Background: an optimization exercise with open tools, aiming at small area. Do not read the settings as production practice. Function was checked by simulation only, so behaviour that the tests miss may differ from the original. Power is estimated from default activity; no workload was simulated.

## the reference run
==> flow/design.v <==
module key_fliter (
    input  wire sys_clk,
    input  wire sys_rst_n,
    input  wire key_in,
    output reg  key_flag
);
localparam [7:0] P  = 8'b0101_0101;
localparam [7:0] S0 = 8'b1101_0001 ^ P;         
reg  [7:0] s;
wire [7:0] q    = s ^ P;
wire       last = (q == 8'b0111_1111);          
wire       fb   = ~(q[7] ^ q[2]) | last;
always @(posedge sys_clk or negedge sys_rst_n)
    if (!sys_rst_n)
        s <= S0;
    else if (key_in)
        s <= S0;
    else
        s <= {q[6:0], fb} ^ P;
always @(posedge sys_clk or negedge sys_rst_n)
    if (!sys_rst_n)
        key_flag <= 1'b0;
    else
        key_flag <= last;
endmodule
module key_control(
input wire clk,
input wire reset_n,
input wire key_in0, 
input wire key_in1, 
input wire key_in2, 
input wire key_in3, 
input wire key_in4, 
output wire  [5:0]   wave_sel,
output wire  [3:0]   mode_sel,
output wire  [8:0]   F,
output wire  [10:0]  T,
output wire  [6:0]   Z,
output wire         RCLK,
output wire         SRCLK,
output wire         DIO
);
function [16:0] inc;
    input [15:0] a;
    input ci;
    integer i;
    reg c;
    begin
        c = ci;
        for (i = 0; i < 16; i = i + 1) begin
            inc[i] = a[i] ^ c;
            c = a[i] & c;
        end
        inc[16] = c;
    end
endfunction
function [9:0] add;
    input [9:0] a, b;
    integer i;
    reg c;
    begin
        c = 1'b0;
        for (i = 0; i < 10; i = i + 1) begin
            add[i] = a[i] ^ b[i] ^ c;
            c = (a[i] & b[i]) | (c & (a[i] ^ b[i]));
        end
    end
endfunction
wire kw, km, kf, kt, kz;
key_fliter kf0 (.sys_clk(clk), .sys_rst_n(reset_n), .key_in(key_in0), .key_flag(kw));
key_fliter kf1 (.sys_clk(clk), .sys_rst_n(reset_n), .key_in(key_in1), .key_flag(km));
key_fliter kf2 (.sys_clk(clk), .sys_rst_n(reset_n), .key_in(key_in2), .key_flag(kf));
key_fliter kf3 (.sys_clk(clk), .sys_rst_n(reset_n), .key_in(key_in3), .key_flag(kt));
key_fliter kf4 (.sys_clk(clk), .sys_rst_n(reset_n), .key_in(key_in4), .key_flag(kz));
reg  [2:0] wi;
wire       wi_zero = &wi;
wire [2:0] wi_inc = inc({13'd0, wi}, kw);
wire [2:0] wi_n = wi_zero ? 3'd1 : wi_inc;
reg  [2:0] mi;
wire       mi_zero = mi[2] & mi[0];
wire [2:0] mi_inc = inc({13'd0, mi}, km);
wire [2:0] mi_n = mi_zero ? 3'd1 : mi_inc;
reg  [4:0] fk;
wire [4:0] fk_inc = inc({11'd0, fk}, kf);
wire [4:0] fk_n = (fk[4] & fk[3] & fk[2] & fk[1]) ? 5'd1 : fk_inc;    
reg  [6:0] tk;
wire [6:0] tk_inc = inc({9'd0, tk}, kt);
wire [6:0] tk_n = (tk[6] & tk[4]) ? 7'd1 : tk_inc;                   
reg  [4:0] zv;
wire [4:0] zv_inc = inc({11'd0, zv}, kz);
wire [4:0] zv_n = (zv[4] & zv[2]) ? 5'd2 : zv_inc;                  
reg  [2:0] flag;
wire [2:0] flag_n = kw ? 3'd0 : km ? 3'd1 : kf ? 3'd2 : kt ? 3'd3 : kz ? 3'd4 : flag;
always @(posedge clk or negedge reset_n)
    if (!reset_n) begin
        wi <= 3'd1; mi <= 3'd1; fk <= 5'd1; tk <= 7'd1; zv <= 5'd2; flag <= 3'd0;
    end else begin
        wi <= wi_n; mi <= mi_n; fk <= fk_n; tk <= tk_n; zv <= zv_n; flag <= flag_n;
    end
assign wave_sel = {wi == 3'd6, wi == 3'd5, wi == 3'd4, wi == 3'd3, wi == 3'd2, wi == 3'd1};
assign mode_sel = {mi == 3'd4, mi == 3'd3, mi == 3'd2, mi == 3'd1};
wire [9:0] f5 = add({5'd0, fk}, {3'd0, fk, 2'd0});
wire [9:0] t5 = add({3'd0, tk}, {1'd0, tk, 2'd0});
assign F = {f5[7:0], 1'b0};
assign T = {t5, 1'b0};
assign Z = {2'b00, zv};
localparam [15:0] DV0 = 16'd15536;
reg  [15:0] dv;
reg  [2:0]  cs;
reg  [3:0]  c11;
wire [16:0] dv_inc = inc(dv, 1'b1);
wire        dv_end = dv_inc[16];
wire [15:0] dv_n = dv_inc[15:0] | (dv_end ? DV0 : 16'd0);
wire [2:0]  cs_n = inc({13'd0, cs}, dv_end);
always @(posedge clk or negedge reset_n)
    if (!reset_n) begin
        dv <= DV0; cs <= 3'd0; c11 <= 4'd0;
    end else begin
        dv <= dv_n; cs <= cs_n; c11 <= {c11[2:0], ~(((c11[0] & c11[1]) | c11[2]) ^ c11[3])};
    end
wire [5:0] ph   = {dv[5] ^ cs[1] ^ (dv[4] | cs[0]), ~(dv[4] ^ cs[0]), dv[3:0]};
wire [5:0] ph_n = {dv_n[5] ^ cs_n[1] ^ (dv_n[4] | cs_n[0]), ~(dv_n[4] ^ cs_n[0]), dv_n[3:0]};
wire ld_s = dv[1] & dv[0] & (c11 == 4'b1000);              
wire ld_d = dv[1] & ~dv[0] & (c11 == 4'b0100);             
reg [6:0] su, du;
reg [6:0] u_n;
always @(*)
    case (flag_n)
        3'd0: u_n = {4'b1100, wi[2] & ~(wi[1] & wi[0]), wi[1] & ~(wi[2] & wi[0]), wi[0]};
        3'd1: u_n = mi_zero ? 7'b1100000 : {4'b1100, mi};
        3'd2: u_n = {2'b00, fk_n};
        3'd3: u_n = tk_n;
        default: u_n = {2'b11, zv_n};
    endcase
always @(posedge clk or negedge reset_n)
    if (!reset_n) begin
        su[6] <= 1'b0; du[6] <= 1'b0;
    end else begin
        if (ld_s) su[6] <= u_n[6];
        if (ld_d) du[6] <= su[6];
    end
always @(posedge clk) begin
    if (ld_s) su[5:0] <= u_n[5:0];
    if (ld_d) du[5:0] <= su[5:0];
end
wire       dx = ~(du[6] & du[5]);
wire [6:0] dn = {du[6:5] & {2{dx}}, du[4:0]};
function [3:0] a3;
    input [3:0] x;
    case (x)
        4'd5: a3 = 4'd8;  4'd6: a3 = 4'd9;  4'd7: a3 = 4'd10;
        4'd8: a3 = 4'd11; 4'd9: a3 = 4'd12;
        4'd10: a3 = 4'd11; 4'd11: a3 = 4'd14; 4'd12: a3 = 4'd7;
        4'd13: a3 = 4'd12; 4'd14: a3 = 4'd11; 4'd15: a3 = 4'd14;
        default: a3 = x;
    endcase
endfunction
wire [3:0] s1 = a3({1'b0, dn[6:4]});
wire [3:0] s2 = a3({s1[2:0], dn[3]});
wire [3:0] s3 = a3({s2[2:0], dn[2]});
wire [3:0] s4 = a3({s3[2:0], dn[1]});
wire [3:0] d_t = {s1[3], s2[3], s3[3], s4[3]};
wire [3:0] d_u = {s4[2:0], dn[0]};
reg  [3:0] nib;
always @(*)
    case (cs_n)
        3'd0: nib = dx ? 4'd0 : d_u;
        3'd1: nib = dx ? d_u : d_t;
        3'd2: nib = dx ? d_t : 4'd0;
        3'd7: nib = {flag == 3'd3 || flag == 3'd4, flag == 3'd1 || flag == 3'd2, flag == 3'd0 || flag == 3'd2 || flag == 3'd4};
        default: nib = 4'd0;
    endcase
reg [7:0] seg;
always @(*)
    case (nib)
        4'h0: seg = 8'b1100_0000;
        4'h1: seg = 8'b1111_1001;
        4'h2: seg = 8'b1010_0100;
        4'h3: seg = 8'b1011_0000;
        4'h4: seg = 8'b1001_1001;
        4'h5: seg = 8'b1001_0010;
        4'h6: seg = 8'b1000_0010;
        4'h7: seg = 8'b1111_1000;
        4'h8: seg = 8'b1000_0000;
        4'h9: seg = 8'b1001_0000;
        4'ha: seg = 8'b1010_0100;
        4'hb: seg = 8'b1011_0000;
        4'hc: seg = 8'b1001_1001;
        4'hd: seg = 8'b1001_0010;
        4'he: seg = 8'b1000_0010;
        default: seg = 8'b1111_1000;
    endcase
wire [2:0] j = ph_n[4:2];
wire bit_n = ph_n[5] ? (cs == ~j) : seg[~j];
reg pre, dio_r, srclk_r;
always @(posedge clk or negedge reset_n)
    if (!reset_n) begin
        dio_r <= 1'b0; srclk_r <= 1'b0; pre <= 1'b1;
    end else begin
        srclk_r <= ph[1];
        if (!ph[1]) dio_r <= pre;
        pre <= bit_n;
    end
assign DIO   = dio_r;
assign SRCLK = srclk_r;
assign RCLK  = ~ph[5] & ~ph[4] & ~ph[3] & ~ph[2] & (ph[1] ^ ph[0]);
endmodule
==> flow/config.mk <==
export PLATFORM = sky130hd
export DESIGN_NAME = key_control
export DESIGN_NICKNAME = key_control
export VERILOG_FILES = /design/flow/design.v
export SDC_FILE = /design/flow/constraint.sdc
export NUM_CORES = 4
export LEC_CHECK = 0
export ABC_AREA = 1
export CAP_MARGIN = 20
export CORE_MARGIN = 2
export CORE_UTILIZATION = 40
export SLEW_MARGIN = 20
==> flow/constraint.sdc <==
create_clock -name core_clock -period 10.0 [get_ports {clk}]
set_input_delay 2.0000 -clock core_clock [delete_from_list [all_inputs] [get_ports {clk}]]
set_output_delay 2.0000 -clock core_clock [all_outputs]
set_load 0.01 [all_outputs]
standard.sh (not shown) runs the stock make flow with config.mk's settings and CLKGATE_MAP_FILE= SYNTH_SCRIPT=/design/flow/synth_recipe.tcl, a recipe that flattens the netlist after the stock synthesis.
==> flow/flow/run.sh <==
#!/bin/bash
# Layout flow: the standard flow (standard.sh) with three changes.
#  1. Synthesis is the standard one, but ABC maps the logic with an
#     area-oriented script (flow/abc_area.script, used as ABC_AREA=1 is set).
#  2. Ports are buffered with buf_1 cells.
#  3. Clock tree synthesis uses clkbuf_8 buffers and inserts no dummy loads.
# Each step's output goes to its own log file in this folder.
set -euo pipefail
rm -rf abc_scripts
cp -r "$FLOW_HOME/scripts" abc_scripts
cp flow/abc_area.script abc_scripts/abc_area.script
SCRIPTS_DIR="$PWD/abc_scripts" bash standard.sh synth > synth.log 2>&1
export BUFFER_PORTS_ARGS="-buffer_cell sky130_fd_sc_hd__buf_1"
export CTS_ARGS="-sink_clustering_enable -repair_clock_nets -dont_use_dummy_load -buf_list {sky130_fd_sc_hd__clkbuf_8}"
bash standard.sh > standard.log 2>&1
==> flow/flow/abc_area.script <==
strash
&get -n
&fraig -x
&put
scorr
dc2
strash
&get -n
&dch -f
&nf -R 1000
&put
strash
dc2
&get -n
&dch -f
&nf -R 1000
&put
topo
stime -c
Every stage of the flow completed for the reference run, and the final layout passed the timing, DRC and antenna checks.
Changes in the trial run relative to the reference run:
--- a/flow/design.v
+++ b/flow/design.v
@@ -150,8 +150,6 @@
     case (x)
         4'd5: a3 = 4'd8;  4'd6: a3 = 4'd9;  4'd7: a3 = 4'd10;
         4'd8: a3 = 4'd11; 4'd9: a3 = 4'd12;
-        4'd10: a3 = 4'd11; 4'd11: a3 = 4'd14; 4'd12: a3 = 4'd7;
-        4'd13: a3 = 4'd12; 4'd14: a3 = 4'd11; 4'd15: a3 = 4'd14;
         default: a3 = x;
     endcase
 endfunction
@@ -182,13 +180,7 @@
         4'h6: seg = 8'b1000_0010;
         4'h7: seg = 8'b1111_1000;
         4'h8: seg = 8'b1000_0000;
-        4'h9: seg = 8'b1001_0000;
-        4'ha: seg = 8'b1010_0100;
-        4'hb: seg = 8'b1011_0000;
-        4'hc: seg = 8'b1001_1001;
-        4'hd: seg = 8'b1001_0010;
-        4'he: seg = 8'b1000_0010;
-        default: seg = 8'b1111_1000;
+        default: seg = 8'b1001_0000;
     endcase
 wire [2:0] j = ph_n[4:2];
 wire bit_n = ph_n[5] ? (cs == ~j) : seg[~j];
==> run notes <==
Comparing the reference run with the trial run, the data required time at the worst endpoint came out essentially unchanged.
Between the trial run and the reference run, it is the trial run whose critical path depth is higher, by 4.
The trial run against the reference run: part of the power in combinational logic now sits at about the same level, fraction of the cycle the final worst path needs held steady.
The trial run against the reference run; met2 wire length is up by a few percent.
In the final reports, the cell area of the trial run is larger than that of the reference run.
When the trial run is set beside the reference run, its via count of the routed design turns out to be 1.3% larger.
From the reference run to the trial run the numbers moved as follows: final critical-path setup slack stayed essentially flat; synthesized instance count shows a reduction of 4; simple-gate share of the synthesized area now sits higher; post-synthesis compound-gate area fraction shows an increase of 0.31 points.

==> re-timing with driven ports <==
No port has a modelled driver above. Below, the same layouts with a new extraction and two added sets of constraints.
Step 1 sets driving cells, clkbuf_16 on the clock port and buf_2 on the other inputs (assumed; they add their load-dependent delay and slew).
Step 2 adds t to the input delays and takes it off the output delays; t is the mean of the earliest and latest rising clock arrival at the registers after step 1. Input paths then give back, and output paths get back, about the clock's delay inside the block.
a / b / c = ideal / step 1 / step 2; a / b = the first two.
| run | t, ns | slack for setup (ns) | hold WS [ns] | cell pins on the clock port's net |
|---|---|---|---|---|
| the reference run | 0.389 | 3.972 / 3.972 / 3.972 | 0.395 / 0.395 / 0.395 | 1 |
| the trial run | 0.401 | 3.973 / 3.973 / 3.973 | 0.380 / 0.380 / 0.380 | 1 |
After both steps every run listed still meets setup and hold.
